Context: an optimization exercise on an open-source flow, tuned for small area and a short achievable clock period. The choices shown serve that exercise and are no tape-out recipe.
RTL that was checked went through simulation tests only; none was proved equivalent to the original.
For run 2, only the layout was checked, not whether the RTL still works.
Power is estimated from default activity; no workload was simulated.

### design/flow/config.mk
export PLATFORM = sky130hd
export DESIGN_NAME = mac
export DESIGN_NICKNAME = mac
export VERILOG_FILES = /design/flow/design.v
export SDC_FILE = /design/flow/constraint.sdc
export NUM_CORES = 4
export LEC_CHECK = 0
export CAP_MARGIN = 20
export CORE_MARGIN = 2
export CORE_UTILIZATION = 60
export SETUP_SLACK_MARGIN = 1.5
export SLEW_MARGIN = 20
export SYNTH_HIERARCHICAL = 1
### design/flow/constraint.sdc
create_clock -name core_clock -period 6.5 [get_ports {clk}]
set_input_delay 1.3000 -clock core_clock [delete_from_list [all_inputs] [get_ports {clk}]]
set_output_delay 1.3000 -clock core_clock [all_outputs]
set_load 0.01 [all_outputs]
### design/flow/design.v
module mac_fa(input a, input b, input c, output s, output co);
  assign s = a ^ b ^ c;
  assign co = (a & b) | (a & c) | (b & c);
endmodule
module mac_x3(input a, input b, input c, output s);
  assign s = a ^ b ^ c;
endmodule
module mac_mj(input a, input b, input c, output co);
  assign co = (a & b) | (a & c) | (b & c);
endmodule
module mac_xor(input a, input b, output s);
  assign s = a ^ b;
endmodule
module mac(A, B, C, D, clk, reset, Acc);
  input [7:0] A, B, C, D;
  input clk, reset;
  output [31:0] Acc;
  reg [31:0] R;
  reg [1:0] V;
  reg [8:0] W;
  wire p_A0B0 = ~(A[0] & B[0]);
  wire p_A0B1 = ~(A[0] & B[1]);
  wire p_A0B2 = ~(A[0] & B[2]);
  wire p_A0B3 = ~(A[0] & B[3]);
  wire p_A0B4 = ~(A[0] & B[4]);
  wire p_A0B5 = ~(A[0] & B[5]);
  wire p_A0B6 = ~(A[0] & B[6]);
  wire p_A0B7 = ~(A[0] & B[7]);
  wire p_A1B0 = ~(A[1] & B[0]);
  wire p_A1B1 = ~(A[1] & B[1]);
  wire p_A1B2 = ~(A[1] & B[2]);
  wire p_A1B3 = ~(A[1] & B[3]);
  wire p_A1B4 = ~(A[1] & B[4]);
  wire p_A1B5 = ~(A[1] & B[5]);
  wire p_A1B6 = ~(A[1] & B[6]);
  wire p_A1B7 = ~(A[1] & B[7]);
  wire p_A2B0 = ~(A[2] & B[0]);
  wire p_A2B1 = ~(A[2] & B[1]);
  wire p_A2B2 = ~(A[2] & B[2]);
  wire p_A2B3 = ~(A[2] & B[3]);
  wire p_A2B4 = ~(A[2] & B[4]);
  wire p_A2B5 = ~(A[2] & B[5]);
  wire p_A2B6 = ~(A[2] & B[6]);
  wire p_A2B7 = ~(A[2] & B[7]);
  wire p_A3B0 = ~(A[3] & B[0]);
  wire p_A3B1 = ~(A[3] & B[1]);
  wire p_A3B2 = ~(A[3] & B[2]);
  wire p_A3B3 = ~(A[3] & B[3]);
  wire p_A3B4 = ~(A[3] & B[4]);
  wire p_A3B5 = ~(A[3] & B[5]);
  wire p_A3B6 = ~(A[3] & B[6]);
  wire p_A3B7 = ~(A[3] & B[7]);
  wire p_A4B0 = ~(A[4] & B[0]);
  wire p_A4B1 = ~(A[4] & B[1]);
  wire p_A4B2 = ~(A[4] & B[2]);
  wire p_A4B3 = ~(A[4] & B[3]);
  wire p_A4B4 = ~(A[4] & B[4]);
  wire p_A4B5 = ~(A[4] & B[5]);
  wire p_A4B6 = ~(A[4] & B[6]);
  wire p_A4B7 = ~(A[4] & B[7]);
  wire p_A5B0 = ~(A[5] & B[0]);
  wire p_A5B1 = ~(A[5] & B[1]);
  wire p_A5B2 = ~(A[5] & B[2]);
  wire p_A5B3 = ~(A[5] & B[3]);
  wire p_A5B4 = ~(A[5] & B[4]);
  wire p_A5B5 = ~(A[5] & B[5]);
  wire p_A5B6 = ~(A[5] & B[6]);
  wire p_A5B7 = ~(A[5] & B[7]);
  wire p_A6B0 = ~(A[6] & B[0]);
  wire p_A6B1 = ~(A[6] & B[1]);
  wire p_A6B2 = ~(A[6] & B[2]);
  wire p_A6B3 = ~(A[6] & B[3]);
  wire p_A6B4 = ~(A[6] & B[4]);
  wire p_A6B5 = ~(A[6] & B[5]);
  wire p_A6B6 = ~(A[6] & B[6]);
  wire p_A6B7 = ~(A[6] & B[7]);
  wire p_A7B0 = ~(A[7] & B[0]);
  wire p_A7B1 = ~(A[7] & B[1]);
  wire p_A7B2 = ~(A[7] & B[2]);
  wire p_A7B3 = ~(A[7] & B[3]);
  wire p_A7B4 = ~(A[7] & B[4]);
  wire p_A7B5 = ~(A[7] & B[5]);
  wire p_A7B6 = ~(A[7] & B[6]);
  wire p_A7B7 = ~(A[7] & B[7]);
  wire p_C0D0 = ~(C[0] & D[0]);
  wire p_C0D1 = ~(C[0] & D[1]);
  wire p_C0D2 = ~(C[0] & D[2]);
  wire p_C0D3 = ~(C[0] & D[3]);
  wire p_C0D4 = ~(C[0] & D[4]);
  wire p_C0D5 = ~(C[0] & D[5]);
  wire p_C0D6 = ~(C[0] & D[6]);
  wire p_C0D7 = ~(C[0] & D[7]);
  wire p_C1D0 = ~(C[1] & D[0]);
  wire p_C1D1 = ~(C[1] & D[1]);
  wire p_C1D2 = ~(C[1] & D[2]);
  wire p_C1D3 = ~(C[1] & D[3]);
  wire p_C1D4 = ~(C[1] & D[4]);
  wire p_C1D5 = ~(C[1] & D[5]);
  wire p_C1D6 = ~(C[1] & D[6]);
  wire p_C1D7 = ~(C[1] & D[7]);
  wire p_C2D0 = ~(C[2] & D[0]);
  wire p_C2D1 = ~(C[2] & D[1]);
  wire p_C2D2 = ~(C[2] & D[2]);
  wire p_C2D3 = ~(C[2] & D[3]);
  wire p_C2D4 = ~(C[2] & D[4]);
  wire p_C2D5 = ~(C[2] & D[5]);
  wire p_C2D6 = ~(C[2] & D[6]);
  wire p_C2D7 = ~(C[2] & D[7]);
  wire p_C3D0 = ~(C[3] & D[0]);
  wire p_C3D1 = ~(C[3] & D[1]);
  wire p_C3D2 = ~(C[3] & D[2]);
  wire p_C3D3 = ~(C[3] & D[3]);
  wire p_C3D4 = ~(C[3] & D[4]);
  wire p_C3D5 = ~(C[3] & D[5]);
  wire p_C3D6 = ~(C[3] & D[6]);
  wire p_C3D7 = ~(C[3] & D[7]);
  wire p_C4D0 = ~(C[4] & D[0]);
  wire p_C4D1 = ~(C[4] & D[1]);
  wire p_C4D2 = ~(C[4] & D[2]);
  wire p_C4D3 = ~(C[4] & D[3]);
  wire p_C4D4 = ~(C[4] & D[4]);
  wire p_C4D5 = ~(C[4] & D[5]);
  wire p_C4D6 = ~(C[4] & D[6]);
  wire p_C4D7 = ~(C[4] & D[7]);
  wire p_C5D0 = ~(C[5] & D[0]);
  wire p_C5D1 = ~(C[5] & D[1]);
  wire p_C5D2 = ~(C[5] & D[2]);
  wire p_C5D3 = ~(C[5] & D[3]);
  wire p_C5D4 = ~(C[5] & D[4]);
  wire p_C5D5 = ~(C[5] & D[5]);
  wire p_C5D6 = ~(C[5] & D[6]);
  wire p_C5D7 = ~(C[5] & D[7]);
  wire p_C6D0 = ~(C[6] & D[0]);
  wire p_C6D1 = ~(C[6] & D[1]);
  wire p_C6D2 = ~(C[6] & D[2]);
  wire p_C6D3 = ~(C[6] & D[3]);
  wire p_C6D4 = ~(C[6] & D[4]);
  wire p_C6D5 = ~(C[6] & D[5]);
  wire p_C6D6 = ~(C[6] & D[6]);
  wire p_C6D7 = ~(C[6] & D[7]);
  wire p_C7D0 = ~(C[7] & D[0]);
  wire p_C7D1 = ~(C[7] & D[1]);
  wire p_C7D2 = ~(C[7] & D[2]);
  wire p_C7D3 = ~(C[7] & D[3]);
  wire p_C7D4 = ~(C[7] & D[4]);
  wire p_C7D5 = ~(C[7] & D[5]);
  wire p_C7D6 = ~(C[7] & D[6]);
  wire p_C7D7 = ~(C[7] & D[7]);
  wire s0, c0;
  wire s1, c1;
  wire s2, c2;
  wire s3, c3;
  wire s4, c4;
  wire s5, c5;
  wire s6, c6;
  wire s7, c7;
  wire s8, c8;
  wire s9, c9;
  wire s10, c10;
  wire s11, c11;
  wire s12, c12;
  wire s13, c13;
  wire s14, c14;
  wire s15, c15;
  wire s16, c16;
  wire s17, c17;
  wire s18, c18;
  wire s19, c19;
  wire s20, c20;
  wire s21, c21;
  wire s22, c22;
  wire s23, c23;
  wire s24, c24;
  wire s25, c25;
  wire s26, c26;
  wire s27, c27;
  wire s28, c28;
  wire s29, c29;
  wire s30, c30;
  wire s31, c31;
  wire s32, c32;
  wire s33, c33;
  wire s34, c34;
  wire s35, c35;
  wire s36, c36;
  wire s37, c37;
  wire s38, c38;
  wire s39, c39;
  wire s40, c40;
  wire s41, c41;
  wire s42, c42;
  wire s43, c43;
  wire s44, c44;
  wire s45, c45;
  wire s46, c46;
  wire s47, c47;
  wire s48, c48;
  wire s49, c49;
  wire s50, c50;
  wire s51, c51;
  wire s52, c52;
  wire s53, c53;
  wire s54, c54;
  wire s55, c55;
  wire s56, c56;
  wire s57, c57;
  wire s58, c58;
  wire s59, c59;
  wire s60, c60;
  wire s61, c61;
  wire s62, c62;
  wire s63, c63;
  wire s64, c64;
  wire s65, c65;
  wire s66, c66;
  wire s67, c67;
  wire s68, c68;
  wire s69, c69;
  wire s70, c70;
  wire s71, c71;
  wire s72, c72;
  wire s73, c73;
  wire s74, c74;
  wire s75, c75;
  wire s76, c76;
  wire s77, c77;
  wire s78, c78;
  wire s79, c79;
  wire s80, c80;
  wire s81, c81;
  wire s82, c82;
  wire s83, c83;
  wire s84, c84;
  wire s85, c85;
  wire s86, c86;
  wire s87, c87;
  wire s88, c88;
  wire s89, c89;
  wire s90, c90;
  wire s91, c91;
  wire s92, c92;
  wire s93, c93;
  wire s94, c94;
  wire s95, c95;
  wire s96, c96;
  wire s97, c97;
  wire s98, c98;
  wire s99, c99;
  wire s100, c100;
  wire s101, c101;
  wire s102, c102;
  wire s103, c103;
  wire s104, c104;
  wire s105, c105;
  wire s106, c106;
  wire s107, c107;
  wire s108, c108;
  wire s109, c109;
  wire s110, c110;
  wire s111, c111;
  wire s112, c112;
  wire s113, c113;
  wire s114, c114;
  wire s115, c115;
  wire s116, c116;
  wire s117, c117;
  wire s118, c118;
  wire s119, c119;
  wire s120, c120;
  wire s121, c121;
  wire s122, c122;
  wire s123, c123;
  wire s124, c124;
  wire s125, c125;
  wire s126, c126;
  wire s127, c127;
  wire s128, c128;
  wire s129, c129;
  wire s130, c130;
  wire s131, c131;
  wire s132, c132;
  wire s133, c133;
  wire s134, c134;
  wire s135, c135;
  wire s136, c136;
  wire s137, c137;
  wire s138, c138;
  wire s139, c139;
  wire s140, c140;
  wire s141, c141;
  wire s142, c142;
  wire s143, c143;
  wire s144, c144;
  wire s145, c145;
  wire s146, c146;
  wire s147, c147;
  wire s148, c148;
  wire s149, c149;
  wire s150, c150;
  wire s151, c151;
  wire s152, c152;
  mac_xor u_s0 (R[0], p_A0B0, s0);
  assign c0 = R[0] & (A[0] & B[0]);
  mac_fa u_s1 (R[1], p_A0B1, p_A1B0, s1, c1);
  mac_fa u_s2 (p_C0D1, p_C1D0, ~c0, s2, c2);
  mac_fa u_s3 (R[2], p_A0B2, p_A1B1, s3, c3);
  mac_fa u_s4 (p_A2B0, p_C0D2, p_C1D1, s4, c4);
  mac_fa u_s5 (p_C2D0, c1, s3, s5, c5);
  mac_xor u_s6 (s4, c2, s6);
  assign c6 = ~s4 & ~c2;
  mac_fa u_s7 (R[3], p_A0B3, p_A1B2, s7, c7);
  mac_fa u_s8 (p_A2B1, p_A3B0, p_C0D3, s8, c8);
  mac_fa u_s9 (p_C1D2, p_C2D1, p_C3D0, s9, c9);
  mac_fa u_s10 (c3, c4, s7, s10, c10);
  mac_fa u_s11 (s8, s9, ~c6, s11, c11);
  mac_xor u_s12 (c5, s10, s12);
  assign c12 = ~c5 & ~s10;
  mac_fa u_s13 (R[4], p_A0B4, p_A1B3, s13, c13);
  mac_fa u_s14 (p_A2B2, p_A3B1, p_A4B0, s14, c14);
  mac_fa u_s15 (p_C0D4, p_C1D3, p_C2D2, s15, c15);
  mac_fa u_s16 (p_C3D1, p_C4D0, c7, s16, c16);
  mac_fa u_s17 (c8, c9, s13, s17, c17);
  mac_fa u_s18 (s14, s15, s16, s18, c18);
  mac_fa u_s19 (c10, s17, ~c12, s19, c19);
  mac_xor u_s20 (c11, s18, s20);
  assign c20 = ~c11 & ~s18;
  mac_fa u_s21 (R[5], p_A0B5, p_A1B4, s21, c21);
  mac_fa u_s22 (p_A2B3, p_A3B2, p_A4B1, s22, c22);
  mac_fa u_s23 (p_A5B0, p_C0D5, p_C1D4, s23, c23);
  mac_fa u_s24 (p_C2D3, p_C3D2, p_C4D1, s24, c24);
  mac_fa u_s25 (p_C5D0, c13, c14, s25, c25);
  mac_fa u_s26 (c15, s21, s22, s26, c26);
  mac_fa u_s27 (s23, s24, c16, s27, c27);
  mac_fa u_s28 (c17, s25, s26, s28, c28);
  mac_fa u_s29 (s27, c18, s28, s29, c29);
  mac_xor u_s30 (c20, c19, s30);
  assign c30 = c20 & ~c19;
  mac_fa u_s31 (V[0], ~R[6], p_A0B6, s31, c31);
  mac_fa u_s32 (p_A1B5, p_A2B4, p_A3B3, s32, c32);
  mac_fa u_s33 (p_A4B2, p_A5B1, p_A6B0, s33, c33);
  mac_fa u_s34 (p_C0D6, p_C1D5, p_C2D4, s34, c34);
  mac_fa u_s35 (p_C3D3, p_C4D2, p_C5D1, s35, c35);
  mac_fa u_s36 (p_C6D0, c21, c22, s36, c36);
  mac_fa u_s37 (c23, c24, s31, s37, c37);
  mac_fa u_s38 (s32, s33, s34, s38, c38);
  mac_fa u_s39 (s35, c25, s36, s39, c39);
  mac_fa u_s40 (c26, s37, s38, s40, c40);
  mac_fa u_s41 (c27, s39, c28, s41, c41);
  mac_fa u_s42 (s40, ~c30, c29, s42, c42);
  mac_xor u_s43 (s41, s42, s43);
  assign c43 = ~s41 & ~s42;
  mac_fa u_s44 (R[7], W[0], (A[0] & B[7]), s44, c44);
  mac_fa u_s45 (p_A1B6, p_A2B5, p_A3B4, s45, c45);
  mac_fa u_s46 (p_A4B3, p_A5B2, p_A6B1, s46, c46);
  mac_fa u_s47 (p_A7B0, p_C0D7, p_C1D6, s47, c47);
  mac_fa u_s48 (p_C2D5, p_C3D4, p_C4D3, s48, c48);
  mac_fa u_s49 (p_C5D2, p_C6D1, p_C7D0, s49, c49);
  mac_fa u_s50 (c31, c32, c33, s50, c50);
  mac_fa u_s51 (c34, c35, ~s44, s51, c51);
  mac_fa u_s52 (s45, s46, s47, s52, c52);
  mac_x3 u_s53 (s48, s49, c36, s53);
  mac_mj u_c53 (s48, s49, c36, c53);
  mac_x3 u_s54 (c37, s50, c38, s54);
  mac_mj u_c54 (c37, s50, c38, c54);
  mac_fa u_s55 (s51, s52, s53, s55, c55);
  mac_fa u_s56 (s54, c39, c40, s56, c56);
  mac_fa u_s57 (s55, c41, s56, s57, c57);
  mac_xor u_s58 (c42, s57, s58);
  assign c58 = ~c42 & ~s57;
  mac_fa u_s59 (R[8], W[1], p_A1B7, s59, c59);
  mac_fa u_s60 (p_A2B6, p_A3B5, p_A4B4, s60, c60);
  mac_fa u_s61 (p_A5B3, p_A6B2, p_A7B1, s61, c61);
  mac_fa u_s62 (p_C1D7, p_C2D6, p_C3D5, s62, c62);
  mac_fa u_s63 (p_C4D4, p_C5D3, p_C6D2, s63, c63);
  mac_fa u_s64 (p_C7D1, c45, c46, s64, c64);
  mac_fa u_s65 (c47, c48, c49, s65, c65);
  mac_fa u_s66 (s59, s60, ~c44, s66, c66);
  mac_fa u_s67 (s61, s62, s63, s67, c67);
  mac_fa u_s68 (c50, s64, c52, s68, c68);
  mac_fa u_s69 (s65, c51, s66, s69, c69);
  mac_fa u_s70 (s67, c53, c54, s70, c70);
  mac_fa u_s71 (s68, s69, c55, s71, c71);
  mac_fa u_s72 (s70, c56, s71, s72, c72);
  mac_xor u_s73 (c57, c58, s73);
  assign c73 = ~c57 & c58;
  mac_fa u_s74 (R[9], W[2], (A[2] & B[7]), s74, c74);
  mac_fa u_s75 (p_A3B6, p_A4B5, p_A5B4, s75, c75);
  mac_fa u_s76 (p_A6B3, p_A7B2, p_C2D7, s76, c76);
  mac_fa u_s77 (p_C3D6, p_C4D5, p_C5D4, s77, c77);
  mac_fa u_s78 (p_C6D3, p_C7D2, c59, s78, c78);
  mac_fa u_s79 (c60, c61, c62, s79, c79);
  mac_fa u_s80 (c63, s75, ~s74, s80, c80);
  mac_fa u_s81 (s76, s77, s78, s81, c81);
  mac_fa u_s82 (c64, c65, c66, s82, c82);
  mac_fa u_s83 (c67, s79, s80, s83, c83);
  mac_fa u_s84 (s81, c68, s82, s84, c84);
  mac_x3 u_s85 (c69, s83, c70, s85);
  mac_mj u_c85 (c69, s83, c70, c85);
  mac_fa u_s86 (s84, c71, s85, s86, c86);
  mac_xor u_s87 (c72, s86, s87);
  assign c87 = ~c72 & ~s86;
  mac_fa u_s88 (W[3], ~R[10], p_A3B7, s88, c88);
  mac_fa u_s89 (p_A4B6, p_A5B5, p_A6B4, s89, c89);
  mac_fa u_s90 (p_A7B3, p_C3D7, p_C4D6, s90, c90);
  mac_fa u_s91 (p_C5D5, p_C6D4, p_C7D3, s91, c91);
  mac_fa u_s92 (c75, c76, c77, s92, c92);
  mac_fa u_s93 (s88, s89, ~c74, s93, c93);
  mac_fa u_s94 (s90, s91, c78, s94, c94);
  mac_fa u_s95 (c79, s92, c80, s95, c95);
  mac_fa u_s96 (s93, c81, s94, s96, c96);
  mac_fa u_s97 (c82, c83, s95, s97, c97);
  mac_fa u_s98 (s96, c84, s97, s98, c98);
  mac_x3 u_s99 (c85, c86, s98, s99);
  mac_mj u_c99 (c85, c86, s98, c99);
  mac_fa u_s100 (R[11], W[4], p_A4B7, s100, c100);
  mac_fa u_s101 (p_A5B6, p_A6B5, p_A7B4, s101, c101);
  mac_fa u_s102 (p_C4D7, p_C5D6, p_C6D5, s102, c102);
  mac_fa u_s103 (p_C7D4, c88, c89, s103, c103);
  mac_fa u_s104 (c90, c91, s100, s104, c104);
  mac_fa u_s105 (s101, s102, c92, s105, c105);
  mac_fa u_s106 (s103, c93, s104, s106, c106);
  mac_fa u_s107 (c94, s105, c95, s107, c107);
  mac_fa u_s108 (s106, c96, s107, s108, c108);
  mac_x3 u_s109 (c97, s108, c98, s109);
  mac_mj u_c109 (c97, s108, c98, c109);
  mac_fa u_s110 (R[12], W[5], p_A5B7, s110, c110);
  mac_fa u_s111 (p_A6B6, p_A7B5, p_C5D7, s111, c111);
  mac_fa u_s112 (p_C6D6, p_C7D5, c100, s112, c112);
  mac_fa u_s113 (c101, c102, s110, s113, c113);
  mac_fa u_s114 (s111, c103, s112, s114, c114);
  mac_fa u_s115 (c104, s113, c105, s115, c115);
  mac_fa u_s116 (s114, c106, s115, s116, c116);
  mac_fa u_s117 (c107, s116, c108, s117, c117);
  mac_fa u_s118 (R[13], W[6], p_A6B7, s118, c118);
  mac_fa u_s119 (p_A7B6, p_C6D7, p_C7D6, s119, c119);
  mac_fa u_s120 (c110, c111, s118, s120, c120);
  mac_fa u_s121 (s119, c112, c113, s121, c121);
  mac_fa u_s122 (s120, c114, s121, s122, c122);
  mac_fa u_s123 (c115, s122, c116, s123, c123);
  mac_fa u_s124 (R[14], W[7], p_A7B7, s124, c124);
  mac_fa u_s125 (p_C7D7, c118, c119, s125, c125);
  mac_fa u_s126 (s124, c120, s125, s126, c126);
  mac_fa u_s127 (c121, s126, c122, s127, c127);
  mac_fa u_s128 (R[15], W[8], c124, s128, c128);
  mac_fa u_s129 (c125, s128, c126, s129, c129);
  mac_xor u_s130 (R[16], c128, s130);
  assign c130 = R[16] & ~c128;
  mac_xor u_s131 (p_C0D0, s0, s131);
  assign c131 = (C[0] & D[0]) & ~s0;
  mac_fa u_s132 (~c131, s1, s2, s132, c132);
  mac_fa u_s133 (~s6, s5, c132, s133, c133);
  mac_fa u_s134 (~s12, s11, c133, s134, c134);
  mac_fa u_s135 (~s20, s19, c134, s135, c135);
  mac_x3 u_s136 (s30, s29, c135, s136);
  mac_mj u_c136 (s30, s29, c135, c136);
  mac_xor u_s137 (s130, c129, s137);
  assign c137 = ~s130 & ~c129;
  mac_x3 u_s138 (R[17], c130, c137, s138);
  mac_mj u_c138 (R[17], c130, c137, c138);
  mac_xor u_s139 (R[18], c138, s139);
  assign c139 = R[18] & c138;
  mac_xor u_s140 (R[19], c139, s140);
  assign c140 = R[19] & c139;
  mac_xor u_s141 (R[20], c140, s141);
  assign c141 = R[20] & c140;
  mac_xor u_s142 (R[21], V[1], s142);
  assign c142 = R[21] & V[1];
  mac_xor u_s143 (R[22], c142, s143);
  assign c143 = R[22] & c142;
  mac_xor u_s144 (R[23], c143, s144);
  assign c144 = R[23] & c143;
  mac_xor u_s145 (R[24], c144, s145);
  assign c145 = R[24] & c144;
  mac_xor u_s146 (R[25], c145, s146);
  assign c146 = R[25] & c145;
  mac_xor u_s147 (R[26], c146, s147);
  assign c147 = R[26] & c146;
  mac_xor u_s148 (R[27], c147, s148);
  assign c148 = R[27] & c147;
  mac_xor u_s149 (R[28], c148, s149);
  assign c149 = R[28] & c148;
  mac_xor u_s150 (R[29], c149, s150);
  assign c150 = R[29] & c149;
  mac_xor u_s151 (R[30], c150, s151);
  assign c151 = R[30] & c150;
  mac_xor u_s152 (R[31], c151, s152);
  assign c152 = R[31] & c151;
  wire [31:0] z = {1'b0, 1'b0, 1'b0, 1'b0, 1'b0, 1'b0, 1'b0, 1'b0, 1'b0, 1'b0, V[1], 1'b0, 1'b0, 1'b0, 1'b0, 1'b0, ~W[8], ~W[7], ~W[6], ~W[5], ~W[4], ~W[3], W[2], ~W[1], W[0], ~V[0], 1'b0, 1'b0, 1'b0, 1'b0, 1'b0, 1'b0};
  wire [31:0] h, g, t;
  assign h[0] = R[0];
  assign g[0] = 1'b0;
  assign t[0] = R[0];
  assign h[1] = ~R[1];
  assign g[1] = 1'b0;
  assign t[1] = ~R[1];
  assign h[2] = ~R[2];
  assign g[2] = 1'b0;
  assign t[2] = ~R[2];
  assign h[3] = ~R[3];
  assign g[3] = 1'b0;
  assign t[3] = ~R[3];
  assign h[4] = ~R[4];
  assign g[4] = 1'b0;
  assign t[4] = ~R[4];
  assign h[5] = ~R[5];
  assign g[5] = 1'b0;
  assign t[5] = ~R[5];
  wire h6r;
  mac_xor u_h6 (R[6], V[0], h6r);
  assign h[6] = ~h6r;
  assign g[6] = R[6] & ~V[0];
  assign t[6] = R[6] | ~V[0];
  wire h7r;
  mac_xor u_h7 (R[7], W[0], h7r);
  assign h[7] = h7r;
  assign g[7] = R[7] & W[0];
  assign t[7] = R[7] | W[0];
  wire h8r;
  mac_xor u_h8 (R[8], W[1], h8r);
  assign h[8] = h8r;
  assign g[8] = ~R[8] & ~W[1];
  assign t[8] = ~R[8] | ~W[1];
  wire h9r;
  mac_xor u_h9 (R[9], W[2], h9r);
  assign h[9] = h9r;
  assign g[9] = R[9] & W[2];
  assign t[9] = R[9] | W[2];
  wire h10r;
  mac_xor u_h10 (R[10], W[3], h10r);
  assign h[10] = ~h10r;
  assign g[10] = R[10] & ~W[3];
  assign t[10] = R[10] | ~W[3];
  wire h11r;
  mac_xor u_h11 (R[11], W[4], h11r);
  assign h[11] = h11r;
  assign g[11] = ~R[11] & ~W[4];
  assign t[11] = ~R[11] | ~W[4];
  wire h12r;
  mac_xor u_h12 (R[12], W[5], h12r);
  assign h[12] = h12r;
  assign g[12] = ~R[12] & ~W[5];
  assign t[12] = ~R[12] | ~W[5];
  wire h13r;
  mac_xor u_h13 (R[13], W[6], h13r);
  assign h[13] = h13r;
  assign g[13] = ~R[13] & ~W[6];
  assign t[13] = ~R[13] | ~W[6];
  wire h14r;
  mac_xor u_h14 (R[14], W[7], h14r);
  assign h[14] = h14r;
  assign g[14] = ~R[14] & ~W[7];
  assign t[14] = ~R[14] | ~W[7];
  wire h15r;
  mac_xor u_h15 (R[15], W[8], h15r);
  assign h[15] = h15r;
  assign g[15] = ~R[15] & ~W[8];
  assign t[15] = ~R[15] | ~W[8];
  assign h[16] = R[16];
  assign g[16] = 1'b0;
  assign t[16] = R[16];
  assign h[17] = R[17];
  assign g[17] = 1'b0;
  assign t[17] = R[17];
  assign h[18] = R[18];
  assign g[18] = 1'b0;
  assign t[18] = R[18];
  assign h[19] = R[19];
  assign g[19] = 1'b0;
  assign t[19] = R[19];
  assign h[20] = R[20];
  assign g[20] = 1'b0;
  assign t[20] = R[20];
  wire h21r;
  mac_xor u_h21 (R[21], V[1], h21r);
  assign h[21] = h21r;
  assign g[21] = R[21] & V[1];
  assign t[21] = R[21] | V[1];
  assign h[22] = R[22];
  assign g[22] = 1'b0;
  assign t[22] = R[22];
  assign h[23] = R[23];
  assign g[23] = 1'b0;
  assign t[23] = R[23];
  assign h[24] = R[24];
  assign g[24] = 1'b0;
  assign t[24] = R[24];
  assign h[25] = R[25];
  assign g[25] = 1'b0;
  assign t[25] = R[25];
  assign h[26] = R[26];
  assign g[26] = 1'b0;
  assign t[26] = R[26];
  assign h[27] = R[27];
  assign g[27] = 1'b0;
  assign t[27] = R[27];
  assign h[28] = R[28];
  assign g[28] = 1'b0;
  assign t[28] = R[28];
  assign h[29] = R[29];
  assign g[29] = 1'b0;
  assign t[29] = R[29];
  assign h[30] = R[30];
  assign g[30] = 1'b0;
  assign t[30] = R[30];
  assign h[31] = R[31];
  assign g[31] = 1'b0;
  assign t[31] = R[31];
  wire G1 = g[1] | (t[1] & g[0]);
  wire T1 = t[1] & t[0];
  wire G2 = g[3] | (t[3] & g[2]);
  wire T2 = t[3] & t[2];
  wire G3 = g[5] | (t[5] & g[4]);
  wire T3 = t[5] & t[4];
  wire G4 = g[7] | (t[7] & g[6]);
  wire T4 = t[7] & t[6];
  wire G5 = g[9] | (t[9] & g[8]);
  wire T5 = t[9] & t[8];
  wire G6 = g[11] | (t[11] & g[10]);
  wire T6 = t[11] & t[10];
  wire G7 = g[13] | (t[13] & g[12]);
  wire T7 = t[13] & t[12];
  wire G8 = g[15] | (t[15] & g[14]);
  wire T8 = t[15] & t[14];
  wire G9 = g[17] | (t[17] & g[16]);
  wire T9 = t[17] & t[16];
  wire G10 = g[19] | (t[19] & g[18]);
  wire T10 = t[19] & t[18];
  wire G11 = g[21] | (t[21] & g[20]);
  wire T11 = t[21] & t[20];
  wire G12 = g[23] | (t[23] & g[22]);
  wire T12 = t[23] & t[22];
  wire G13 = g[25] | (t[25] & g[24]);
  wire T13 = t[25] & t[24];
  wire G14 = g[27] | (t[27] & g[26]);
  wire T14 = t[27] & t[26];
  wire G15 = g[29] | (t[29] & g[28]);
  wire T15 = t[29] & t[28];
  wire G16 = g[31] | (t[31] & g[30]);
  wire T16 = t[31] & t[30];
  wire G17 = G2 | (T2 & G1);
  wire T17 = T2 & T1;
  wire G18 = G4 | (T4 & G3);
  wire T18 = T4 & T3;
  wire G19 = G6 | (T6 & G5);
  wire T19 = T6 & T5;
  wire G20 = G8 | (T8 & G7);
  wire T20 = T8 & T7;
  wire G21 = G10 | (T10 & G9);
  wire T21 = T10 & T9;
  wire G22 = G12 | (T12 & G11);
  wire T22 = T12 & T11;
  wire G23 = G14 | (T14 & G13);
  wire T23 = T14 & T13;
  wire G24 = G16 | (T16 & G15);
  wire T24 = T16 & T15;
  wire G25 = G18 | (T18 & G17);
  wire T25 = T18 & T17;
  wire G26 = G20 | (T20 & G19);
  wire T26 = T20 & T19;
  wire G27 = G22 | (T22 & G21);
  wire T27 = T22 & T21;
  wire G28 = G24 | (T24 & G23);
  wire T28 = T24 & T23;
  wire G29 = G26 | (T26 & G25);
  wire T29 = T26 & T25;
  wire G30 = G28 | (T28 & G27);
  wire T30 = T28 & T27;
  wire G31 = G30 | (T30 & G29);
  wire T31 = T30 & T29;
  wire G32 = G27 | (T27 & G29);
  wire T32 = T27 & T29;
  wire G33 = G19 | (T19 & G25);
  wire T33 = T19 & T25;
  wire G34 = G21 | (T21 & G29);
  wire T34 = T21 & T29;
  wire G35 = G23 | (T23 & G32);
  wire T35 = T23 & T32;
  wire G36 = G3 | (T3 & G17);
  wire T36 = T3 & T17;
  wire G37 = G5 | (T5 & G25);
  wire T37 = T5 & T25;
  wire G38 = G7 | (T7 & G33);
  wire T38 = T7 & T33;
  wire G39 = G9 | (T9 & G29);
  wire T39 = T9 & T29;
  wire G40 = G11 | (T11 & G34);
  wire T40 = T11 & T34;
  wire G41 = G13 | (T13 & G32);
  wire T41 = T13 & T32;
  wire G42 = G15 | (T15 & G35);
  wire T42 = T15 & T35;
  wire G43 = g[2] | (t[2] & G1);
  wire T43 = t[2] & T1;
  wire G44 = g[4] | (t[4] & G17);
  wire T44 = t[4] & T17;
  wire G45 = g[6] | (t[6] & G36);
  wire T45 = t[6] & T36;
  wire G46 = g[8] | (t[8] & G25);
  wire T46 = t[8] & T25;
  wire G47 = g[10] | (t[10] & G37);
  wire T47 = t[10] & T37;
  wire G48 = g[12] | (t[12] & G33);
  wire T48 = t[12] & T33;
  wire G49 = g[14] | (t[14] & G38);
  wire T49 = t[14] & T38;
  wire G50 = g[16] | (t[16] & G29);
  wire T50 = t[16] & T29;
  wire G51 = g[18] | (t[18] & G39);
  wire T51 = t[18] & T39;
  wire G52 = g[20] | (t[20] & G34);
  wire T52 = t[20] & T34;
  wire G53 = g[22] | (t[22] & G40);
  wire T53 = t[22] & T40;
  wire G54 = g[24] | (t[24] & G32);
  wire T54 = t[24] & T32;
  wire G55 = g[26] | (t[26] & G41);
  wire T55 = t[26] & T41;
  wire G56 = g[28] | (t[28] & G35);
  wire T56 = t[28] & T35;
  wire G57 = g[30] | (t[30] & G42);
  wire T57 = t[30] & T42;
  wire [31:0] cin = {G57, G42, G56, G35, G55, G41, G54, G32, G53, G40, G52, G34, G51, G39, G50, G29, G49, G38, G48, G33, G47, G37, G46, G25, G45, G36, G44, G17, G43, G1, g[0], 1'b0};
  assign Acc = h ^ cin;
  always @(posedge clk, negedge reset)
    if (reset == 0) begin
      R <= 32'h0000f93e;
      V <= 2'h1;
      W <= 9'h1fa;
    end else begin
      R <= {s152, s151, s150, s149, s148, s147, s146, s145, s144, s143, s142, s141, s140, s139, s138, s137, s129, s127, s123, s117, s109, c87, c73, s72, c43, s43, s136, s135, s134, s133, s132, s131};
      V <= {c141, c136};
      W <= {c127, c123, c117, c109, c99, s99, s87, s73, s58};
    end
endmodule
### design/flow/flow/run.sh
#!/bin/bash
# Standard ORFS flow (the standard.sh), with the port buffers made of
# sky130_fd_sc_hd__buf_2 instead of buffer_ports' default cell.
set -o pipefail
export BUFFER_PORTS_ARGS="-buffer_cell sky130_fd_sc_hd__buf_2"
bash standard.sh finish 2>&1 | tee standard_flow.log
### design/flow/standard.sh
#!/bin/bash
# synth_recipe.tcl (not shown) runs the flow's synth.tcl, then flattens the netlist and writes it again
# the make line also repeats each setting of config.mk as NAME=value (left out here)
make -C /OpenROAD-flow-scripts/flow DESIGN_CONFIG=/design/flow/config.mk WORK_HOME=/design/flow/orfs CLKGATE_MAP_FILE= SYNTH_SCRIPT=/design/flow/synth_recipe.tcl "${@:-finish}"
==> results of run 1 <==
routing by layer:
metal / vias to the layer above / track usage
li1: 1578 / -
met1: 1810 / 0.3507
met2: 125 / 0.4553
met3: 25 / 0.03584
met4: 0 / 0.1022
met5: - / 0
state kept, by name, indices dropped and copies added (netlist names):
register  flops
V             2
R            32
W             9
synthesized netlist by cell type (all sizes together) (2+ instances only):
cell      n
a21oi     2
o21ai     2
and2      6
dfstp    19
nand2   133
or2       3
nand2b    2
maj3     14
clkbuf   30
xor3      7
xor2     48
and3      5
nor3      2
nor2     16
fa      120
nand3     3
ha        8
inv      20
nor2b     2
dfrtp    24
o22ai     2
xnor2     6
worst max-delay path: stages:
cell and delay (ns):
buf_2 0.21, nand2_1 0.11, fa_1 0.58, fa_1 0.44, fa_1 0.56, xor3_1 0.47, fa_1 0.42, xor3_1 0.39
cell families (layout without fill, tap and decap cells):
| family | after synthesis | after routing | share of synthesized area |
|---|---|---|---|
| and+or+nand+nor | 176 | 176 | 0.1336 |
| adders and majority gates | 142 | 142 | 0.4874 |
| xor gates and xnor gates | 61 | 61 | 0.1175 |
| buffers and inverters | 51 | 93 | 0.03588 |
| DFF | 43 | 43 | 0.2022 |
| AOI/OAI and AO/OA | 15 | 15 | 0.02346 |
cell type report:
cell class	instances	area share
inverters	20	0.01277
clock inverters	2	0.002767
clock buffers	6	0.01405
repair buffers	65	0.05533
well taps	108	0.02298
multi-input cells	394	0.7050
flip-flops and latches	43	0.1871
Yosys stat by module, one instance, submodules excluded:
module,cells,flip-flops and latches,copies in the design,cell area (um^2)
mac_x3,1,0,7,23.77
mac_mj,1,0,7,11.26
mac,317,43,1,2469
mac_xor,1,0,37,8.758
mac_fa,1,0,120,20.02
metrics by stage:
step,cells,hold WS (ns),power [mW],util
after CTS,638,0.4910,3.564,0.6709
after global routing,638,0.5256,3.926,0.6709
final,638,0.4876,3.520,0.6709
after detailed placement,630,0.4743,3.357,0.6596
after floorplan,488,0.4576,2.697,-
after global placement,630,0.4714,3.241,0.6596
final timing paths:
kind,start,end,slack (ns),depth (start not counted)
setup reg to reg,R[9],W[3],3.01,7
hold / removal,R[31],R[31],0.49,1
max in group asynchronous,reset,R[10],4.78,1
setup / recovery,A[3],W[3],2.24,8
min in group asynchronous,reset,R[0],1.12,1
hold reg to reg,R[31],R[31],0.49,1
power by group through the flow:
| stage | logic, mW | clock network [mW] | registers [mW] |
|---|---|---|---|
| after global routing | 3.04 | 0.204 | 0.679 |
| after detailed placement | 2.70 | 0 | 0.659 |
| after floorplan | 2.08 | 0 | 0.613 |
| final | 2.68 | 0.186 | 0.652 |
| after CTS | 2.72 | 0.193 | 0.655 |
| after global placement | 2.58 | 0 | 0.656 |
==> run notes, run 1 <==
----------------------------------------------------
[Status]
  Status ... no timing/DRC/antenna violations

[STA]
  Pin slew with the least headroom to its limit ... 0.9488 ns
  Tcrit/Tclk final ... 0.6549
  Headroom to the max-slew limit ... 0.3675
  Unrepaired setup endpoints after global routing ... false
  Achievable Freq ... approximately 0.23 GHz
  Hold violation total from the final report ... 0
  Final critical path time including I/O delays and setup ... 4.257 ns
  Final-report max-slew violation count ... 0
  Total setup violations reported at the end of the flow ... 0
  Largest clock skew in the final design ... roughly 0.013 ns
  Setup_tns ... 0 ns
  Worst Setup Slack, final ... 2.243 ns

[Cells and area]
  ANT cells ... 0
  Final cell area excluding filler cells ... 0.005879 mm^2
  Share of cells above drive strength 1 ... 0.1981
  Most frequent standard cell in the layout excluding fill and tap cells ... nand2_1
  Number of nets in the layout ... 691
  Area taken by multi-input logic gates ... slightly above 0.004 mm^2
  Number of inserted filler cells in the final layout ... roughly 720
  Area growth, synth to finish ... 8.073%
  Leading cell types in the layout, fill and taps excluded ... nand2_1 (133), fa_1 (120), buf_2 (65)
  Register area ... 0.001100 mm^2

[CTS]
  Clock buffer depth ... 2
  Clock input transition at the sequential cells of the worst setup and hold paths ... 0.09 ns
  Num CTS Buffers ... 5
  Root Buffer Master ... clkbuf_8
  Resize count post-CTS ... 0
  CTS tree ... yes
  Count of hold-fix buffers inserted at cts ... 0
  Clock latency reported for the late side of the worst-skew pair ... 0.31 ns
  Number of clock sinks seen by CTS ... 43
  CTS H-Tree Depth ... 2
  Number of post-CTS setup repair buffers ... 0

[Synth]
  Mapped Cells ... 488
  Seq cells post-synth ... 43
  Most area-consuming cells after synthesis ... fa_1 (44%), dfrtp_1 (11%), dfstp_2 (9.2%), nand2_1 (9.2%), xor2_1 (7.7%)
  Sequential-to-total area share from yosys stat ... 0.2022
  Share of flip-flops with an asynchronous set or reset after synthesis ... 1.000
  Share of the synthesized area in the top cell type ... 0.4416
  Post-synth design cell area ... 0.005440 mm^2
  Prevailing post-synth register cell ... dfrtp_1
  Number of warnings reported in the yosys synthesis log ... 7
  Total nets after synthesis ... 650
  Post-synthesis area per instance ... 11.15 um^2
  Library cell occupying the most area in the post-synthesis netlist ... fa_1
  Cell variety after synth ... 39
  EDFF count, synth ... 0

[Power]
  Combinational fraction of design power ... 0.762
  Worst VDD drop ... 0.4496 mV
  Power spent charging and discharging nets ... roughly 1.5 mW
  Clk pwr share ... 0.053
  Power per unit of standard cell area ... about 600 mW/mm^2
  Share of total power in sequential cells ... 0.185
  Switch share ... 0.4379
  Internal cell power ... 1.979 mW
  Leakage power figure ... 2.598 nW

[Floorplanning]
  Die outline height ... 99.22 um
  Area inside the core boundary ... 0.008763 mm^2
  Overall die area ... roughly 0.01 mm^2
  Number of core rows ... 34
  Ports placed on the boundary ... between 60 and 70
  Initial Util ... 0.6208
  Horizontal die dimension ... roughly 99 um

[Hold path]
  Worst min-delay path class ... register to register

[Routing]
  Wire length reported by the detailed router ... 11,670 um
  1st-pass router iterations ... 7
  Routed wire length per instance ... 18.30 um
  Top routing layer in use ... met4
  Number of DRC markers after the initial detailed-route iteration ... about 150
  Via Count ... approximately 3,500
  Vias per inst ... 5.545
  Detailed-routing wirelength on met1 ... roughly 4500 um
  DR WL met3 ... 599 um
  Residual DRC count ... 0
  Residual antenna-violating net count after detailed routing ... 0
  Wire length on met2 ... 6130 um

[Global route]
  Overall routing resource usage ... 0.2662
  Initial antenna violation count ... 0
  Maximum number of pins on one net before global-route repair ... 44
  Wire length of the first global-routing pass ... 19,970 um
  Sum of overflow across all layers after global routing ... 0
  Via count of the first global-routing pass ... 3,835

[Placement]
  Pre-CTS worst setup slack ... between 1.5 and 2 ns
  Global placement routability congestion ... 0.8807
  Sum of net half-perimeters after detailed placement ... about 10000 um
  Cell area reported after detailed placement ... 0.005781 mm^2
  Count of input and output buffers ... 65

[Setup path]
  Arrival time of the worst setup path ... 4.47 ns
  Required time of the critical path ... 6.72 ns
  Crit end category ... register
  Kind of launch point of the worst setup path ... input pin
  Largest driver fanout on the critical path ... 8
  Crit Path Category ... input pin to register

[Flow run]
  Max-Cap Viols ... 0

----------------------------------------------------
==> run 2, diff against run 1 <==
--- a/design/flow/design.v
+++ b/design/flow/design.v
@@ -302,7 +302,8 @@
   mac_xor u_s0 (R[0], p_A0B0, s0);
   assign c0 = R[0] & (A[0] & B[0]);
   mac_fa u_s1 (R[1], p_A0B1, p_A1B0, s1, c1);
-  mac_fa u_s2 (p_C0D1, p_C1D0, ~c0, s2, c2);
+  mac_x3 u_s2 (p_C0D1, p_C1D0, ~c0, s2);
+  mac_mj u_c2 (p_C0D1, p_C1D0, ~c0, c2);
   mac_fa u_s3 (R[2], p_A0B2, p_A1B1, s3, c3);
   mac_fa u_s4 (p_A2B0, p_C0D2, p_C1D1, s4, c4);
   mac_fa u_s5 (p_C2D0, c1, s3, s5, c5);
@@ -321,9 +322,10 @@
   mac_fa u_s16 (p_C3D1, p_C4D0, c7, s16, c16);
   mac_fa u_s17 (c8, c9, s13, s17, c17);
   mac_fa u_s18 (s14, s15, s16, s18, c18);
-  mac_fa u_s19 (c10, s17, ~c12, s19, c19);
-  mac_xor u_s20 (c11, s18, s20);
-  assign c20 = ~c11 & ~s18;
+  mac_x3 u_s19 (c10, s17, ~c12, s19);
+  mac_mj u_c19 (c10, s17, ~c12, c19);
+  mac_xor u_s20 (s18, c11, s20);
+  assign c20 = ~s18 & ~c11;
   mac_fa u_s21 (R[5], p_A0B5, p_A1B4, s21, c21);
   mac_fa u_s22 (p_A2B3, p_A3B2, p_A4B1, s22, c22);
   mac_fa u_s23 (p_A5B0, p_C0D5, p_C1D4, s23, c23);
@@ -342,11 +344,13 @@
   mac_fa u_s35 (p_C3D3, p_C4D2, p_C5D1, s35, c35);
   mac_fa u_s36 (p_C6D0, c21, c22, s36, c36);
   mac_fa u_s37 (c23, c24, s31, s37, c37);
-  mac_fa u_s38 (s32, s33, s34, s38, c38);
+  mac_x3 u_s38 (s32, s33, s34, s38);
+  mac_mj u_c38 (s32, s33, s34, c38);
   mac_fa u_s39 (s35, c25, s36, s39, c39);
-  mac_fa u_s40 (c26, s37, s38, s40, c40);
+  mac_fa u_s40 (c26, s38, s37, s40, c40);
   mac_fa u_s41 (c27, s39, c28, s41, c41);
-  mac_fa u_s42 (s40, ~c30, c29, s42, c42);
+  mac_x3 u_s42 (s40, c29, ~c30, s42);
+  mac_mj u_c42 (s40, c29, ~c30, c42);
   mac_xor u_s43 (s41, s42, s43);
   assign c43 = ~s41 & ~s42;
   mac_fa u_s44 (R[7], W[0], (A[0] & B[7]), s44, c44);
@@ -360,13 +364,13 @@
   mac_fa u_s52 (s45, s46, s47, s52, c52);
   mac_x3 u_s53 (s48, s49, c36, s53);
   mac_mj u_c53 (s48, s49, c36, c53);
-  mac_x3 u_s54 (c37, s50, c38, s54);
-  mac_mj u_c54 (c37, s50, c38, c54);
+  mac_x3 u_s54 (c38, c37, s50, s54);
+  mac_mj u_c54 (c38, c37, s50, c54);
   mac_fa u_s55 (s51, s52, s53, s55, c55);
   mac_fa u_s56 (s54, c39, c40, s56, c56);
   mac_fa u_s57 (s55, c41, s56, s57, c57);
-  mac_xor u_s58 (c42, s57, s58);
-  assign c58 = ~c42 & ~s57;
+  mac_xor u_s58 (s57, c42, s58);
+  assign c58 = ~s57 & ~c42;
   mac_fa u_s59 (R[8], W[1], p_A1B7, s59, c59);
   mac_fa u_s60 (p_A2B6, p_A3B5, p_A4B4, s60, c60);
   mac_fa u_s61 (p_A5B3, p_A6B2, p_A7B1, s61, c61);
@@ -396,22 +400,26 @@
   mac_fa u_s84 (s81, c68, s82, s84, c84);
   mac_x3 u_s85 (c69, s83, c70, s85);
   mac_mj u_c85 (c69, s83, c70, c85);
-  mac_fa u_s86 (s84, c71, s85, s86, c86);
+  mac_x3 u_s86 (s84, s85, c71, s86);
+  mac_mj u_c86 (s84, s85, c71, c86);
   mac_xor u_s87 (c72, s86, s87);
   assign c87 = ~c72 & ~s86;
   mac_fa u_s88 (W[3], ~R[10], p_A3B7, s88, c88);
   mac_fa u_s89 (p_A4B6, p_A5B5, p_A6B4, s89, c89);
   mac_fa u_s90 (p_A7B3, p_C3D7, p_C4D6, s90, c90);
   mac_fa u_s91 (p_C5D5, p_C6D4, p_C7D3, s91, c91);
-  mac_fa u_s92 (c75, c76, c77, s92, c92);
+  mac_x3 u_s92 (c75, c76, c77, s92);
+  mac_mj u_c92 (c75, c76, c77, c92);
   mac_fa u_s93 (s88, s89, ~c74, s93, c93);
   mac_fa u_s94 (s90, s91, c78, s94, c94);
-  mac_fa u_s95 (c79, s92, c80, s95, c95);
+  mac_x3 u_s95 (s92, c79, c80, s95);
+  mac_mj u_c95 (s92, c79, c80, c95);
   mac_fa u_s96 (s93, c81, s94, s96, c96);
-  mac_fa u_s97 (c82, c83, s95, s97, c97);
-  mac_fa u_s98 (s96, c84, s97, s98, c98);
-  mac_x3 u_s99 (c85, c86, s98, s99);
-  mac_mj u_c99 (c85, c86, s98, c99);
+  mac_fa u_s97 (s95, c82, c83, s97, c97);
+  mac_x3 u_s98 (s96, c84, s97, s98);
+  mac_mj u_c98 (s96, c84, s97, c98);
+  mac_x3 u_s99 (c85, s98, c86, s99);
+  mac_mj u_c99 (c85, s98, c86, c99);
   mac_fa u_s100 (R[11], W[4], p_A4B7, s100, c100);
   mac_fa u_s101 (p_A5B6, p_A6B5, p_A7B4, s101, c101);
   mac_fa u_s102 (p_C4D7, p_C5D6, p_C6D5, s102, c102);
@@ -419,7 +427,7 @@
   mac_fa u_s104 (c90, c91, s100, s104, c104);
   mac_fa u_s105 (s101, s102, c92, s105, c105);
   mac_fa u_s106 (s103, c93, s104, s106, c106);
-  mac_fa u_s107 (c94, s105, c95, s107, c107);
+  mac_fa u_s107 (s105, c94, c95, s107, c107);
   mac_fa u_s108 (s106, c96, s107, s108, c108);
   mac_x3 u_s109 (c97, s108, c98, s109);
   mac_mj u_c109 (c97, s108, c98, c109);
@@ -448,44 +456,43 @@
   mac_xor u_s131 (p_C0D0, s0, s131);
   assign c131 = (C[0] & D[0]) & ~s0;
   mac_fa u_s132 (~c131, s1, s2, s132, c132);
-  mac_fa u_s133 (~s6, s5, c132, s133, c133);
+  mac_fa u_s133 (s5, ~s6, c132, s133, c133);
   mac_fa u_s134 (~s12, s11, c133, s134, c134);
-  mac_fa u_s135 (~s20, s19, c134, s135, c135);
+  mac_fa u_s135 (s19, ~s20, c134, s135, c135);
   mac_x3 u_s136 (s30, s29, c135, s136);
   mac_mj u_c136 (s30, s29, c135, c136);
   mac_xor u_s137 (s130, c129, s137);
   assign c137 = ~s130 & ~c129;
-  mac_x3 u_s138 (R[17], c130, c137, s138);
-  mac_mj u_c138 (R[17], c130, c137, c138);
+  mac_fa u_s138 (R[17], c130, c137, s138, c138);
   mac_xor u_s139 (R[18], c138, s139);
-  assign c139 = R[18] & c138;
+  assign c139 = ~R[18] & c138;
   mac_xor u_s140 (R[19], c139, s140);
-  assign c140 = R[19] & c139;
-  mac_xor u_s141 (R[20], c140, s141);
-  assign c141 = R[20] & c140;
-  mac_xor u_s142 (R[21], V[1], s142);
-  assign c142 = R[21] & V[1];
+  assign c140 = ~(R[19] & c139);
+  mac_xor u_s141 (R[20], V[1], s141);
+  assign c141 = ~R[20] & ~V[1];
+  mac_xor u_s142 (R[21], c141, s142);
+  assign c142 = ~R[21] & c141;
   mac_xor u_s143 (R[22], c142, s143);
-  assign c143 = R[22] & c142;
+  assign c143 = ~(R[22] & c142);
   mac_xor u_s144 (R[23], c143, s144);
-  assign c144 = R[23] & c143;
+  assign c144 = R[23] & ~c143;
   mac_xor u_s145 (R[24], c144, s145);
-  assign c145 = R[24] & c144;
+  assign c145 = ~(R[24] & c144);
   mac_xor u_s146 (R[25], c145, s146);
-  assign c146 = R[25] & c145;
+  assign c146 = R[25] & ~c145;
   mac_xor u_s147 (R[26], c146, s147);
-  assign c147 = R[26] & c146;
+  assign c147 = ~(R[26] & c146);
   mac_xor u_s148 (R[27], c147, s148);
-  assign c148 = R[27] & c147;
+  assign c148 = R[27] & ~c147;
   mac_xor u_s149 (R[28], c148, s149);
-  assign c149 = R[28] & c148;
+  assign c149 = ~(R[28] & c148);
   mac_xor u_s150 (R[29], c149, s150);
-  assign c150 = R[29] & c149;
+  assign c150 = R[29] & ~c149;
   mac_xor u_s151 (R[30], c150, s151);
-  assign c151 = R[30] & c150;
+  assign c151 = ~(R[30] & c150);
   mac_xor u_s152 (R[31], c151, s152);
-  assign c152 = R[31] & c151;
-  wire [31:0] z = {1'b0, 1'b0, 1'b0, 1'b0, 1'b0, 1'b0, 1'b0, 1'b0, 1'b0, 1'b0, V[1], 1'b0, 1'b0, 1'b0, 1'b0, 1'b0, ~W[8], ~W[7], ~W[6], ~W[5], ~W[4], ~W[3], W[2], ~W[1], W[0], ~V[0], 1'b0, 1'b0, 1'b0, 1'b0, 1'b0, 1'b0};
+  assign c152 = R[31] & ~c151;
+  wire [31:0] z = {1'b0, 1'b0, 1'b0, 1'b0, 1'b0, 1'b0, 1'b0, 1'b0, 1'b0, 1'b0, 1'b0, ~V[1], 1'b0, 1'b0, 1'b0, 1'b0, ~W[8], ~W[7], ~W[6], ~W[5], ~W[4], ~W[3], W[2], ~W[1], W[0], ~V[0], 1'b0, 1'b0, 1'b0, 1'b0, 1'b0, 1'b0};
   wire [31:0] h, g, t;
   assign h[0] = R[0];
   assign g[0] = 1'b0;
@@ -561,20 +568,20 @@
   assign h[17] = R[17];
   assign g[17] = 1'b0;
   assign t[17] = R[17];
-  assign h[18] = R[18];
+  assign h[18] = ~R[18];
   assign g[18] = 1'b0;
-  assign t[18] = R[18];
+  assign t[18] = ~R[18];
   assign h[19] = R[19];
   assign g[19] = 1'b0;
   assign t[19] = R[19];
-  assign h[20] = R[20];
-  assign g[20] = 1'b0;
-  assign t[20] = R[20];
-  wire h21r;
-  mac_xor u_h21 (R[21], V[1], h21r);
-  assign h[21] = h21r;
-  assign g[21] = R[21] & V[1];
-  assign t[21] = R[21] | V[1];
+  wire h20r;
+  mac_xor u_h20 (R[20], V[1], h20r);
+  assign h[20] = h20r;
+  assign g[20] = ~R[20] & ~V[1];
+  assign t[20] = ~R[20] | ~V[1];
+  assign h[21] = ~R[21];
+  assign g[21] = 1'b0;
+  assign t[21] = ~R[21];
   assign h[22] = R[22];
   assign g[22] = 1'b0;
   assign t[22] = R[22];
@@ -723,12 +730,12 @@
   assign Acc = h ^ cin;
   always @(posedge clk, negedge reset)
     if (reset == 0) begin
-      R <= 32'h0000f93e;
-      V <= 2'h1;
+      R <= 32'h0034f93e;
+      V <= 2'h3;
       W <= 9'h1fa;
     end else begin
-      R <= {s152, s151, s150, s149, s148, s147, s146, s145, s144, s143, s142, s141, s140, s139, s138, s137, s129, s127, s123, s117, s109, c87, c73, s72, c43, s43, s136, s135, s134, s133, s132, s131};
-      V <= {c141, c136};
+      R <= {~s152, s151, ~s150, s149, ~s148, s147, ~s146, s145, ~s144, s143, s142, ~s141, s140, s139, s138, s137, s129, s127, s123, s117, s109, c87, c73, s72, c43, s43, s136, s135, s134, s133, s132, s131};
+      V <= {c140, c136};
       W <= {c127, c123, c117, c109, c99, s99, s87, s73, s58};
     end
 endmodule
==> run 2 against run 1 <==
Still clean on timing, DRC and antenna. Wire length rose by 9.8%. Final cell count grew 3.1%. Total power is 6.3% higher. Clock power is 4% higher. Count of clock-buffer cells in the layout shrank 1. Synthesized area grew 3.3%. Flip-flop and latch count unchanged. Maximum frequency is 0.71% higher. Clock skew increased by 0.012 ns. Via count increased by 4.7%. Highest routed layer unchanged.
==> run notes, run 2 <==
----------------------------------------------------
[Placement]
  Count of input and output buffers ... 65 (unchanged)
  Sum of net half-perimeters after detailed placement ... 10,140 um (+3.2%)
  Cell area reported after detailed placement ... 0.005959 mm^2 (+3.1%)
  Dpl cells ... 649 (+3.0%)
  Global placement routability congestion ... 0.8818 (+0.12%)

[Setup path]
  Critical path, cell by cell ... a222oi_1 -> a311oi_4 -> o32a_4 -> nor4_4 -> ha_1 -> xor2_1 -> buf_2
  R2r endpoint ... W[3]
  Stage delay of the slowest cell on the critical path ... 0.71 ns (+0.13 ns)
  Family of cells with the greatest summed delay on the critical path ... compound AO/OA/AOI/OAI gates
  Cell depth of the worst flop-to-flop path ... 6 (-1)
  Crit end category ... output port
  Register-to-Register Setup Slack ... 3.12 ns (+0.11 ns)
  Max stage delay cell, worst path ... a222oi_1
  Arrival time of the worst setup path ... 2.93 ns (-1.54 ns)
  Required time of the critical path ... 5.20 ns (-1.52 ns)
  Kind of launch point of the worst setup path ... register
  Largest driver fanout on the critical path ... 6 (-2)
  R2R Path Start ... W[1]
  Worst setup path start ... R[13]
  Buffering stage count on the worst path with inverters included ... 1 (unchanged)
  Crit Path Category ... register to output port

[STA]
  Headroom to the max-slew limit ... 0.4967 (+0.1292)
  Largest clock skew in the final design ... 0.02464 ns (+0.01180 ns)
  Pin slew with the least headroom to its limit ... 0.7550 ns (-0.1938 ns)
  Hold violation total from the final report ... 0 (unchanged)
  Total setup violations reported at the end of the flow ... 0 (unchanged)
  Worst slack on hold paths ... 0.5012 ns (+0.01356 ns)
  Setup_tns ... 0 ns (unchanged)
  Tcrit/Tclk final ... 0.6502 (-0.004629)
  Final critical path time including I/O delays and setup ... 4.227 ns (-0.03009 ns)
  Final-report max-slew violation count ... 0 (unchanged)
  Achievable Freq ... 0.2366 GHz (+0.71%)
  Unrepaired setup endpoints after global routing ... false

[Routing]
  Vias per inst ... 5.632 (+1.6%)
  Wire length reported by the detailed router ... 12,820 um (+9.8%)
  Residual DRC count ... 0 (unchanged)
  Routed wire length per instance ... 19.48 um (+6.5%)
  Residual antenna-violating net count after detailed routing ... 0 (unchanged)
  Via Count ... 3,706 (+4.7%)
  1st-pass router iterations ... 5 (-2)
  Number of DRC markers after the initial detailed-route iteration ... 132 (-9.0%)

[Hold path]
  HP Start ... R[22]
  Capture endpoint of the worst hold path ... R[22]
  Number of cells on the worst hold path ... 1 (unchanged)
  Worst min-delay path class ... register to register

[Cells and area]
  Register area ... 0.001105 mm^2 (+0.46%)
  ANT cells ... 0 (unchanged)
  Area growth, synth to finish ... 8.061% (about the same)
  Final core occ ... 0.6634 (-0.007471)
  Number of inserted filler cells in the final layout ... 746 (+3.8%)
  Largest register by flop count ... R
  Registers with the highest flip-flop counts ... R (32), W (9), V (2)
  Most frequent standard cell in the layout excluding fill and tap cells ... nand2_1
  Number of nets in the layout ... 700 (+1.3%)
  Final cell area excluding filler cells ... 0.006072 mm^2 (+3.3%)
  Leading cell types in the layout, fill and taps excluded ... nand2_1 (142), fa_1 (113), buf_2 (65)
  Share of cells above drive strength 1 ... 0.2249 (+0.02675)
  Number of flip-flops in the largest register ... 32 (unchanged)
  Final cell count without fillers ... 658 (+3.1%)
  Area taken by multi-input logic gates ... 0.004293 mm^2 (+3.6%)

[Status]
  Status ... no timing/DRC/antenna violations

[CTS]
  Clock buffer depth ... 2 (unchanged)
  Clock latency reported for the late side of the worst-skew pair ... 0.32 ns (about the same)
  Num CTS Buffers ... 5 (unchanged)
  Number of clock sinks seen by CTS ... 43 (unchanged)
  Count of hold-fix buffers inserted at cts ... 0 (unchanged)
  CTS H-Tree Depth ... 2 (unchanged)
  CTS tree ... yes
  Clock input transition at the sequential cells of the worst setup and hold paths ... 0.10 ns (about the same)
  Resize count post-CTS ... 0 (unchanged)
  Root Buffer Master ... clkbuf_8
  Number of post-CTS setup repair buffers ... 0 (unchanged)

[Synth]
  Post-synthesis area per instance ... 11.13 um^2 (-0.19%)
  Cell with the most instances after synthesis ... nand2_1
  Sequential-to-total area share from yosys stat ... 0.1966 (-0.005546)
  Library cell occupying the most area in the post-synthesis netlist ... fa_1
  Post-synth design cell area ... 0.005619 mm^2 (+3.3%)
  Mapped Cells ... 505 (+3.5%)
  Share of the synthesized area in the top cell type ... 0.4026 (-0.03900)
  Total nets after synthesis ... 659 (+1.4%)
  Share of flip-flops with an asynchronous set or reset after synthesis ... 1.000 (unchanged)
  EDFF count, synth ... 0 (unchanged)
  Number of warnings reported in the yosys synthesis log ... 7 (unchanged)
  Synth top cells by count ... nand2_1 (142), fa_1 (113), xor2_1 (48)
  Cell variety after synth ... 36 (-7.7%)
  Seq cells post-synth ... 43 (unchanged)
  Most area-consuming cells after synthesis ... fa_1 (40%), dfstp_2 (11%), nand2_1 (9.5%), dfrtp_1 (8.9%), xor2_1 (7.5%)
  Prevailing post-synth register cell ... dfstp_2

[Power]
  Power spent charging and discharging nets ... 1.611 mW (+4.5%)
  Clk pwr share ... 0.052 (about the same)
  Worst VDD drop ... 0.3852 mV (-14%)
  Switch share ... 0.4304 (-0.007588)
  Internal cell power ... 2.132 mW (+7.8%)
  Power per unit of standard cell area ... 616.4 mW/mm^2 (+2.9%)
  Combinational fraction of design power ... 0.766 (+0.004)
  Leakage power figure ... 2.650 nW (+2.0%)
  Share of total power in sequential cells ... 0.182 (-0.003)

[Floorplanning]
  Area inside the core boundary ... 0.009153 mm^2 (+4.4%)
  Overall die area ... 0.01016 mm^2 (+3.2%)
  Die outline height ... 100.8 um (+1.6%)
  Horizontal die dimension ... 100.8 um (+1.6%)
  Initial Util ... 0.6139 (-0.006844)
  Ports placed on the boundary ... 66 (unchanged)
  Number of core rows ... 35 (+2.9%)

[Global route]
  Maximum number of pins on one net before global-route repair ... 44 (unchanged)
  Sum of overflow across all layers after global routing ... 0 (unchanged)
  Wire length of the first global-routing pass ... 21,010 um (+5.2%)
  Initial antenna violation count ... 0 (unchanged)
  Via count of the first global-routing pass ... 4,037 (+5.3%)
  Overall routing resource usage ... 0.2797 (+0.01341)

[Flow run]
  Max-Cap Viols ... 0 (unchanged)

----------------------------------------------------
==> run 2: changes by cell type after synthesis, sizes merged, moves of 2 or more <==
cell and delta:
dfstp +4, nor4 +3, fa -7, inv +6, and2 -4, o22ai -2, o21ai -2, nand2 +9
nor3 +3, dfrtp -4, xor3 +7, maj3 +7, nor2b +3, and3 -5
==> run 2: cell families (layout without fill, tap and decap cells) <==
logic type,Yosys count,count (layout),share of synthesized area
fa+ha+maj,141,141,0.4594
xor+xnor,69,69,0.1463
simple gates,183,183,0.1367
flops,43,43,0.1966
buf+inv,58,100,0.03941
compound gates,11,11,0.02160
==> run 2: per-module statistics from Yosys, one instance, submodules excluded <==
module	flip-flops and latches	copies in the design	cells	area, um^2
mac_mj	0	14	1	11.26
mac_xor	0	37	1	8.758
mac_x3	0	14	1	23.77
mac_fa	0	113	1	20.02
mac	43	1	327	2542
==> run 2: metal layers <==
layer / global-route usage / up-vias / share of wire
met2: 0.4882 / 115 / 0.53
li1: - / 1639 / -
met1: 0.3686 / 1928 / 0.40
met5: 0 / - / 0
met4: 0.07060 / 0 / 0.022
met3: 0.04369 / 24 / 0.047
==> run 2: worst max path at each step <==
stage,end,slack [ns],cells past startpoint
global placement,R[11],2.06,8
finish,Acc[31],2.27,7
floorplan,R[11],2.16,8
global route,Acc[31],2.08,9
detailed placement,R[11],2.02,8
CTS,Acc[31],2.26,9
==> run 2: final cells by class <==
type,instances,area share
tap,111,0.02287
clock inverter,3,0.003915
sequential,43,0.1819
multi-input combinational,404,0.7070
inverter,26,0.01607
clock buffer,5,0.01133
timing repair buffer,66,0.05687
==> run 2: per-stage QoR <==
stage | power [mW] | setup WS, ns
global placement | 3.495 | 2.058
CTS | 3.786 | 2.260
finish | 3.743 | 2.273
detailed placement | 3.581 | 2.021
global route | 4.137 | 2.080
floorplan | 2.924 | 2.163
==> run 2: power by group through the flow <==
stage	clock [mW]	sequential [mW]	combinational (mW)
after detailed placement	0	0.685	2.90
after floorplan	0	0.638	2.29
after CTS	0.204	0.683	2.90
after global routing	0.210	0.710	3.22
final	0.193	0.681	2.87
after global placement	0	0.682	2.81

==> re-timing with driven ports <==
In the flow no input, the clock included, has a driving cell. The finished layouts below were timed again as built, in two steps. Step 1, drivers: a clkbuf_16 drives clk and a buf_2 each remaining input, both assumed. Step 2 times the ports against the registers' clock, not the clock port: input delays grow and output delays shrink by t, the midpoint of the rising clock arrivals with the driver on. a / b / c = ideal / step 1 / step 2; a / b = the first two.
run	shift t [ns]	slack for setup (ns)	worst setup path at the end	slew at the worst register clock pin (ns)	worst slew at a driven data input, ns
run 1	0.334	2.243 / 2.253 / 1.919	input to register	0.09 / 0.09	0.03
run 2	0.340	2.273 / 2.239 / 2.036	input to register	0.12 / 0.12	0.03
After both steps setup and hold are still met in every run listed. The setup slack of run 1, which loses most, moves by +0.010 ns with the drivers and by -0.324 ns with both steps.
